Source: an optimization exercise on an open RTL-to-GDS flow (aim: small area, a short achievable clock period and few clock cycles per item). Production flows keep margins and buffers that such runs may drop. Only simulation tests tie the RTL to the original design; equivalence was not proved.

==> 03-04: inputs <==
==> flow/design.v <==
`timescale 1ns / 1ps
module rotr
    #(parameter BW = 64)
    (
        input [BW - 1:0] val,     
        input [5:0] n_1,          
        input [5:0] n_2,          
        output [BW - 1:0] out
    );
    assign out = ((val >> n_1) | (val << (BW - n_1))) ^ ((val >> n_2) | (val << (BW - n_2)));
endmodule
module ascon_xor (input a, input b, output y);
    assign y = a ^ b;
endmodule
module ascon_xnor (input a, input b, output y);
    assign y = ~(a ^ b);
endmodule
module ascon_orn (input a, input b, output y);
    assign y = a | ~b;
endmodule
module ascon_or (input a, input b, output y);
    assign y = a | b;
endmodule
module ascon_muxi (input s, input a, input b, output y);
    assign y = ~(s ? a : b);
endmodule
module ascon_c1 (input x1, input x2, input x3, output y);
    assign y = x1 ? ~(x3 & x2) : (x3 & ~x2);
endmodule
module ascon_c1i (input x1, input x2n, input x3, output y);
    assign y = x1 ? ~(x3 & ~x2n) : (x3 & x2n);
endmodule
module ascon_c3 (input x0, input x3, input x4, output y);
    assign y = (x3 & x0) | (x3 & ~x4) | (x0 & ~x4);
endmodule
module ascon_nxt (input ld, input d, input h, input q, input advn, input rn, output n);
    assign n = ~((advn | rn) & ~((ld & d) | (h & q)));
endmodule
module ascon_rd (input [4:0] s, input [4:0] x, output y);
    assign y = |(s & x);
endmodule
`timescale 1ns / 1ps
module round_counter (
    input            clk,
    input            rstn,
    input            en,       
    input            inc,      
    output reg [3:0] dout,     
    output reg       done,     
    output           adv,      
    output     [3:0] knext     
);
    assign adv   = rstn & ~en & inc & ~done;
    assign knext = (dout == 4'd11) ? 4'd0 : dout + 4'd1;
    always @(posedge clk) begin
        if (!rstn || en) begin
            dout <= 4'd0;
            done <= 1'b0;
        end else if (inc && !done) begin
            dout <= dout + 4'd1;
            if (dout == 4'd11)
                done <= 1'b1;
        end
    end
endmodule
`timescale 1ns / 1ps
module ascon_p_serial_multiround     
     #(parameter BW = 64) (
         input clk,
         input rstn,
         input en,                        
         input en_inc,                    
         input [2:0] slice_idx,           
         input [BW-1:0] slice_in,         
         output reg [BW-1:0] slice_out,   
         output done                      
     );
    reg  [BW-1:0] x0, x1, x2, x3, x4;
    wire [3:0]    round;
    wire [3:0]    knext;
    wire          adv;
    round_counter round_ctr (
        .clk(clk), .rstn(rstn), .en(en), .inc(en_inc),
        .dout(round), .done(done), .adv(adv), .knext(knext)
    );
    wire [7:0] kadd = {knext, knext};     
    wire [BW-1:0] d0, d1, d2, d3, d4n;    
    genvar i;
    generate
        for (i = 0; i < BW; i = i + 1) begin : g_sbox
            wire b0, b2, t0n, t2n, c0, c1, c2n, c3, e4, b4;
            ascon_xor  XB0(.a(x0[i]), .b(x4[i]), .y(b0));
            ascon_orn  T2 (.a(x3[i]), .b(x4[i]), .y(t2n));           
            if (i >= 4 && i < 8) begin : g_inv
                ascon_xnor XB2(.a(x2[i]), .b(x1[i]), .y(b2));
                ascon_or   T0 (.a(x1[i]), .b(x2[i]), .y(t0n));       
                ascon_c1i  C1 (.x1(x1[i]), .x2n(x2[i]), .x3(x3[i]), .y(c1));
            end else begin : g_pos
                ascon_xor  XB2(.a(x2[i]), .b(x1[i]), .y(b2));
                ascon_orn  T0 (.a(x1[i]), .b(x2[i]), .y(t0n));       
                ascon_c1   C1 (.x1(x1[i]), .x2(x2[i]), .x3(x3[i]), .y(c1));
            end
            ascon_xnor XC0(.a(b0), .b(t0n), .y(c0));                 
            ascon_xor  XC2(.a(b2), .b(t2n), .y(c2n));                
            ascon_c3   C3 (.x0(x0[i]), .x3(x3[i]), .x4(x4[i]), .y(c3));
            ascon_xnor XE4(.a(x3[i]), .b(x0[i]), .y(e4));
            ascon_xor  XB4(.a(x4[i]), .b(x3[i]), .y(b4));
            ascon_muxi C4 (.s(x1[i]), .a(e4), .b(b4), .y(d4n[i]));   
            ascon_xnor XD0(.a(c0), .b(d4n[i]), .y(d0[i]));           
            ascon_xor  XD1(.a(c1), .b(c0), .y(d1[i]));               
            ascon_xnor XD3(.a(c3), .b(c2n), .y(d3[i]));              
            assign d2[i] = c2n;                                      
        end
    endgenerate
    wire ld0 = rstn & en & (slice_idx == 3'd0);
    wire ld1 = rstn & en & (slice_idx == 3'd1);
    wire ld2 = rstn & en & (slice_idx == 3'd2);
    wire ld3 = rstn & en & (slice_idx == 3'd3);
    wire ld4 = rstn & en & (slice_idx == 3'd4);
    wire h0  = rstn & ~ld0 & ~adv;
    wire h1  = rstn & ~ld1 & ~adv;
    wire h2  = rstn & ~ld2 & ~adv;
    wire h3  = rstn & ~ld3 & ~adv;
    wire h4  = rstn & ~ld4 & ~adv;
    wire advn = ~adv;
    wire [BW-1:0] n0, n1, n2, n3, n4;
    generate
        for (i = 0; i < BW; i = i + 1) begin : g_lin
            wire p0, p1, p2, p3, p4;      
            wire r0, r1, r2, r3, r4;      
            wire e2;
            ascon_xor  P0(.a(d0[(i+19)%64]),  .b(d0[(i+28)%64]),  .y(p0));
            ascon_xor  P1(.a(d1[(i+61)%64]),  .b(d1[(i+39)%64]),  .y(p1));
            ascon_xor  P2(.a(d2[(i+1)%64]),   .b(d2[(i+6)%64]),   .y(p2));
            ascon_xor  P3(.a(d3[(i+10)%64]),  .b(d3[(i+17)%64]),  .y(p3));
            ascon_xor  P4(.a(d4n[(i+7)%64]),  .b(d4n[(i+41)%64]), .y(p4));
            ascon_xnor R0(.a(p0), .b(d0[i]),  .y(r0));
            ascon_xnor R1(.a(p1), .b(d1[i]),  .y(r1));
            if (i < 8) begin : g_rc
                ascon_xor  K2(.a(d2[i]), .b(kadd[i]), .y(e2));
            end else begin : g_norc
                assign e2 = d2[i];
            end
            ascon_xnor R2(.a(p2), .b(e2),     .y(r2));
            ascon_xnor R3(.a(p3), .b(d3[i]),  .y(r3));
            ascon_xor  R4(.a(p4), .b(d4n[i]), .y(r4));              
            ascon_nxt  N0(.ld(ld0), .d(slice_in[i]), .h(h0), .q(x0[i]), .advn(advn), .rn(r0), .n(n0[i]));
            ascon_nxt  N1(.ld(ld1), .d(slice_in[i]), .h(h1), .q(x1[i]), .advn(advn), .rn(r1), .n(n1[i]));
            ascon_nxt  N2(.ld(ld2), .d(slice_in[i]), .h(h2), .q(x2[i]), .advn(advn), .rn(r2), .n(n2[i]));
            ascon_nxt  N3(.ld(ld3), .d(slice_in[i]), .h(h3), .q(x3[i]), .advn(advn), .rn(r3), .n(n3[i]));
            ascon_nxt  N4(.ld(ld4), .d(slice_in[i]), .h(h4), .q(x4[i]), .advn(advn), .rn(r4), .n(n4[i]));
        end
    endgenerate
    always @(posedge clk) begin
        x0 <= n0; x1 <= n1; x2 <= n2; x3 <= n3; x4 <= n4;
    end
    wire [4:0] sel;
    assign sel[0] = (slice_idx == 3'd0);
    assign sel[1] = (slice_idx == 3'd1);
    assign sel[2] = (slice_idx == 3'd2);
    assign sel[3] = (slice_idx == 3'd3);
    assign sel[4] = (slice_idx == 3'd4);
    wire [BW-1:0] rd;
    generate
        for (i = 0; i < BW; i = i + 1) begin : g_rd
            ascon_rd RD(.s(sel), .x({x4[i], x3[i], x2[i], x1[i], x0[i]}), .y(rd[i]));
        end
    endgenerate
    always @(posedge clk)
        slice_out <= rd;
endmodule
==> flow/flow/run.sh <==
#!/bin/bash
# Layout flow: the standard ORFS flow (standard.sh, all steps from
# synthesis to the final DEF), with the port buffers made of plain
# sky130_fd_sc_hd__buf_2 cells instead of the delay buffers buffer_ports
# picks by default. Everything ORFS prints goes to run_standard.log here;
# each ORFS step also keeps its own log under orfs/logs/.
set -euo pipefail
export BUFFER_PORTS_ARGS="-buffer_cell sky130_fd_sc_hd__buf_2"
bash standard.sh > run_standard.log 2>&1
==> flow/standard.sh <==
#!/bin/bash
# synth_recipe.tcl (not shown) runs the flow's synth.tcl, then flattens the netlist and writes it again
# the make line also repeats each setting of config.mk as NAME=value (left out here)
make -C /OpenROAD-flow-scripts/flow DESIGN_CONFIG=/design/flow/config.mk WORK_HOME=/design/flow/orfs CLKGATE_MAP_FILE= SYNTH_SCRIPT=/design/flow/synth_recipe.tcl "${@:-finish}"
==> flow/config.mk <==
export PLATFORM = sky130hd
export DESIGN_NAME = ascon_p_serial_multiround
export DESIGN_NICKNAME = ascon_p_serial_multiround
export VERILOG_FILES = /design/flow/design.v
export SDC_FILE = /design/flow/constraint.sdc
export NUM_CORES = 4
export LEC_CHECK = 0
export CAP_MARGIN = 20
export CORE_MARGIN = 2
export CORE_UTILIZATION = 50
export CTS_BUF_LIST = sky130_fd_sc_hd__clkbuf_8
export CTS_CLUSTER_DIAMETER = 50
export CTS_CLUSTER_SIZE = 16
export PLACE_DENSITY = 0.72
export SETUP_SLACK_MARGIN = 1.9
export SLEW_MARGIN = 60
export SYNTH_HIERARCHICAL = 1
export SYNTH_MINIMUM_KEEP_SIZE = 0
==> flow/constraint.sdc <==
create_clock -name core_clock -period 4.2 [get_ports {clk}]
set_input_delay 0.8400 -clock core_clock [delete_from_list [all_inputs] [get_ports {clk}]]
set_output_delay 0.8400 -clock core_clock [all_outputs]
set_load 0.01 [all_outputs]
==> 06-12: changes against 03-04 <==
--- a/flow/config.mk
+++ b/flow/config.mk
@@ -8,9 +8,9 @@
 export CAP_MARGIN = 20
 export CORE_MARGIN = 2
 export CORE_UTILIZATION = 50
-export CTS_BUF_LIST = sky130_fd_sc_hd__clkbuf_8
-export CTS_CLUSTER_DIAMETER = 50
-export CTS_CLUSTER_SIZE = 16
+export CTS_BUF_LIST = sky130_fd_sc_hd__clkbuf_16
+export CTS_CLUSTER_DIAMETER = 60
+export CTS_CLUSTER_SIZE = 20
 export PLACE_DENSITY = 0.72
 export SETUP_SLACK_MARGIN = 1.9
 export SLEW_MARGIN = 60
==> 02-02: changes against 03-04 <==
==> flow/run.sh (new file) <==
#!/bin/bash
# synth_recipe.tcl (not shown) runs the flow's synth.tcl, then flattens the netlist and writes it again
# the make line also repeats each setting of config.mk as NAME=value (left out here)
make -C /OpenROAD-flow-scripts/flow DESIGN_CONFIG=/design/flow/config.mk WORK_HOME=/design/flow/orfs CLKGATE_MAP_FILE= SYNTH_SCRIPT=/design/flow/synth_recipe.tcl finish
==> flow/config.mk (replaced) <==
export PLATFORM = sky130hd
export DESIGN_NAME = ascon_p_serial_multiround
export DESIGN_NICKNAME = ascon_p_serial_multiround
export VERILOG_FILES = /design/flow/design.v
export SDC_FILE = /design/flow/constraint.sdc
export NUM_CORES = 4
export LEC_CHECK = 0
export CAP_MARGIN = 20
export CORE_MARGIN = 2
export CORE_UTILIZATION = 55
export SETUP_SLACK_MARGIN = 2.2
export SLEW_MARGIN = 20
export SYNTH_HIERARCHICAL = 1
export SYNTH_MINIMUM_KEEP_SIZE = 0
removed: flow/flow/run.sh
removed: flow/standard.sh
==> 08-24: changes against 03-04 <==
--- a/flow/config.mk
+++ b/flow/config.mk
@@ -8,9 +8,8 @@
 export CAP_MARGIN = 20
 export CORE_MARGIN = 2
 export CORE_UTILIZATION = 50
-export CTS_BUF_LIST = sky130_fd_sc_hd__clkbuf_8
-export CTS_CLUSTER_DIAMETER = 50
-export CTS_CLUSTER_SIZE = 16
+export CTS_BUF_LIST = sky130_fd_sc_hd__clkbuf_4 sky130_fd_sc_hd__clkbuf_8
+export CTS_CLUSTER_SIZE = 30
 export PLACE_DENSITY = 0.72
 export SETUP_SLACK_MARGIN = 1.9
 export SLEW_MARGIN = 60
==> summary.txt <==
The highest count of clock-buffer cells in the layout belongs to 08-24, the lowest to 06-12.
Wire length, highest first: 02-02, 08-24, 03-04, 06-12.
The highest cell count belongs to 02-02, the lowest to 06-12.
Worst setup slack: 02-02 > 06-12 > 08-24 > 03-04.
Cell area: 03-04 < 06-12 < 08-24 < 02-02.
Fmax: 03-04 < 08-24 < 06-12 < 02-02.
The lowest sequential share of layout area belongs to 02-02, the highest to 03-04.
The lowest register-to-register slack belongs to 03-04, the highest to 02-02.
06-12 completed without violations. 03-04 passed the timing, design-rule and antenna checks. 02-02 finished with timing, DRC and antenna clean. 08-24 went through all stages and came out clean.
Testbench counts of 03-04, summed over its fixed seeds: cycles 6,576, items 384.
Testbench counts of 06-12, summed over its fixed seeds: cycles 6,576, items 384.
Testbench counts of 02-02, summed over its fixed seeds: cycles 6,576, items 384.
Testbench counts of 08-24, summed over its fixed seeds: cycles 6,576, items 384.

==> try-quartz <==
// ascon_p_serial_multiround: RTL as listed in full above, without the edits since
export LEC_CHECK = 0
export CAP_MARGIN = 20
export CORE_MARGIN = 2
export CORE_UTILIZATION = 50
export CTS_BUF_LIST = sky130_fd_sc_hd__clkbuf_16
export CTS_CLUSTER_DIAMETER = 85
export CTS_CLUSTER_SIZE = 25
export PLACE_DENSITY = 0.72
export SETUP_SLACK_MARGIN = 1.9
export SLEW_MARGIN = 40
export SYNTH_HIERARCHICAL = 1
export SYNTH_MINIMUM_KEEP_SIZE = 0
create_clock -name core_clock -period 4.2 [get_ports {clk}]
standard.sh (not shown) runs the stock make flow with config.mk's settings and CLKGATE_MAP_FILE= SYNTH_SCRIPT=/design/flow/synth_recipe.tcl, a recipe that flattens the netlist after the stock synthesis.
==> flow/flow/run.sh <==
#!/bin/bash
# Layout flow: the standard ORFS flow (standard.sh, all steps from
# synthesis to the final DEF), with the port buffers made of plain
# sky130_fd_sc_hd__buf_2 cells instead of the delay buffers buffer_ports
# picks by default. Everything ORFS prints goes to run_standard.log here;
# each ORFS step also keeps its own log under orfs/logs/.
set -euo pipefail
export BUFFER_PORTS_ARGS="-buffer_cell sky130_fd_sc_hd__buf_2"
bash standard.sh > run_standard.log 2>&1
==> try-willow: changes against try-quartz <==
--- a/flow/config.mk
+++ b/flow/config.mk
@@ -9,3 +9,3 @@
 export CORE_MARGIN = 2
-export CORE_UTILIZATION = 50
+export CORE_UTILIZATION = 45
 export CTS_BUF_LIST = sky130_fd_sc_hd__clkbuf_16
@@ -15,3 +15,3 @@
 export SETUP_SLACK_MARGIN = 1.9
-export SLEW_MARGIN = 40
+export SLEW_MARGIN = 60
 export SYNTH_HIERARCHICAL = 1
==> try-xenon: changes against try-quartz <==
==> flow/run.sh (new file) <==
#!/bin/bash
# synth_recipe.tcl (not shown) runs the flow's synth.tcl, then flattens the netlist and writes it again
# the make line also repeats each setting of config.mk as NAME=value (left out here)
make -C /OpenROAD-flow-scripts/flow DESIGN_CONFIG=/design/flow/config.mk WORK_HOME=/design/flow/orfs CLKGATE_MAP_FILE= SYNTH_SCRIPT=/design/flow/synth_recipe.tcl finish
--- a/flow/config.mk
+++ b/flow/config.mk
@@ -10,8 +10,5 @@
 export CORE_UTILIZATION = 50
-export CTS_BUF_LIST = sky130_fd_sc_hd__clkbuf_16
-export CTS_CLUSTER_DIAMETER = 85
-export CTS_CLUSTER_SIZE = 25
 export PLACE_DENSITY = 0.72
 export SETUP_SLACK_MARGIN = 1.9
-export SLEW_MARGIN = 40
+export SLEW_MARGIN = 60
 export SYNTH_HIERARCHICAL = 1
removed: flow/flow/run.sh
removed: flow/standard.sh
==> try-lagoon: changes against try-quartz <==
--- a/flow/config.mk
+++ b/flow/config.mk
@@ -9,9 +9,6 @@
 export CORE_MARGIN = 2
-export CORE_UTILIZATION = 50
-export CTS_BUF_LIST = sky130_fd_sc_hd__clkbuf_16
-export CTS_CLUSTER_DIAMETER = 85
-export CTS_CLUSTER_SIZE = 25
-export PLACE_DENSITY = 0.72
+export CORE_UTILIZATION = 55
+export PLACE_DENSITY = 0.75
 export SETUP_SLACK_MARGIN = 1.9
-export SLEW_MARGIN = 40
+export SLEW_MARGIN = 60
 export SYNTH_HIERARCHICAL = 1
==> flow_summary.yaml <==
run_status:
  status: "finished clean"
finish:
  diodes: 0
  finish.utilization: 0.601
  seq_share: 0.236
critical_path:
  reg2reg_from: "x3[22]"
  path_buf_inv: 0
grt:
  antenna_found_initial: 1
  grt_pass1_wl_mm: 166
  grt_pass1_vias: 22676
floorplanning:
  die_h_um: 239
clock_network:
  htreeDepth: 1
the above is filed under try-quartz

==> flow_summary.yaml <==
run_status:
  status: "finished clean"
finish:
  seq_area_um2: 7790
  diodes: 0
  finish.utilization: 0.644
grt:
  grt_pass1_wl_mm: 179
  grt_pass1_vias: 24520
  antenna_found_initial: 1
critical_path:
  path_buf_inv: 0
the above is filed under try-xenon

==> flow_summary.yaml <==
grt:
  grt_pass1_wl_mm: 175
  antenna_found_initial: 0
floorplanning:
  die_h_um: 228
run_status:
  status: "finished clean"
critical_path:
  path_buf_inv: 1
  reg2reg_from: "x3[10]"
finish:
  seq_share: 0.228
the above is filed under try-lagoon

==> flow_summary.yaml <==
grt:
  grt_pass1_vias: 23088
critical_path:
  reg2reg_from: "x1[3]"
  path_buf_inv: 0
floorplanning:
  die_h_um: 251
finish:
  diodes: 1
run_status:
  status: "finished clean"
the above is filed under try-willow

Testbench counts of try-quartz, summed over its fixed seeds: cycles 6,576, items 384.
Testbench counts of try-willow, summed over its fixed seeds: cycles 6,576, items 384.
Testbench counts of try-xenon, summed over its fixed seeds: cycles 6,576, items 384.
Testbench counts of try-lagoon, summed over its fixed seeds: cycles 6,576, items 384.

[separate check: timing with driven ports]
No port has a modelled driver above. Below, the same layouts with a new extraction and two added sets of constraints. Step 1 (the two cells are an assumption about what drives the block):
set clk [get_ports {clk}]
set_driving_cell -lib_cell sky130_fd_sc_hd__clkbuf_16 $clk
set_driving_cell -lib_cell sky130_fd_sc_hd__buf_2 [delete_from_list [all_inputs] $clk]
Step 2 times the ports against the registers' clock, not the clock port: input delays grow and output delays shrink by t, the midpoint of the rising clock arrivals with the driver on. Slacks: ideal / step 1 / step 2; pairs: ideal / step 1.
run | t (ns) | slack for setup (ns) | worst setup path after step 2 | clock arrival spread, ns | slew at the worst register clock pin (ns)
03-04 | 0.767 | 1.760 / 1.760 / 1.434 | input to register | 0.029 / 0.028 | 0.09 / 0.09
06-12 | 0.663 | 1.823 / 1.823 / 1.424 | input to register | 0.033 / 0.033 | 0.08 / 0.08
02-02 | 0.696 | 2.062 / 2.062 / 1.503 | input to register | 0.028 / 0.027 | 0.07 / 0.07
08-24 | 0.758 | 1.779 / 1.779 / 1.405 | input to register | 0.037 / 0.037 | 0.07 / 0.07
try-quartz | 0.680 | 1.733 / 1.733 / 1.385 | input to register | 0.041 / 0.041 | 0.11 / 0.11
try-willow | 0.669 | 1.818 / 1.818 / 1.302 | input to register | 0.018 / 0.018 | 0.10 / 0.10
try-xenon | 0.667 | 1.812 / 1.812 / 1.282 | input to register | 0.027 / 0.027 | 0.07 / 0.07
try-lagoon | 0.651 | 1.835 / 1.835 / 1.368 | input to register | 0.016 / 0.017 | 0.07 / 0.07
After both steps setup and hold are still met in every run listed. The setup slack of 02-02, which loses most, moves by 0.000 ns with the drivers and by -0.559 ns with both steps.
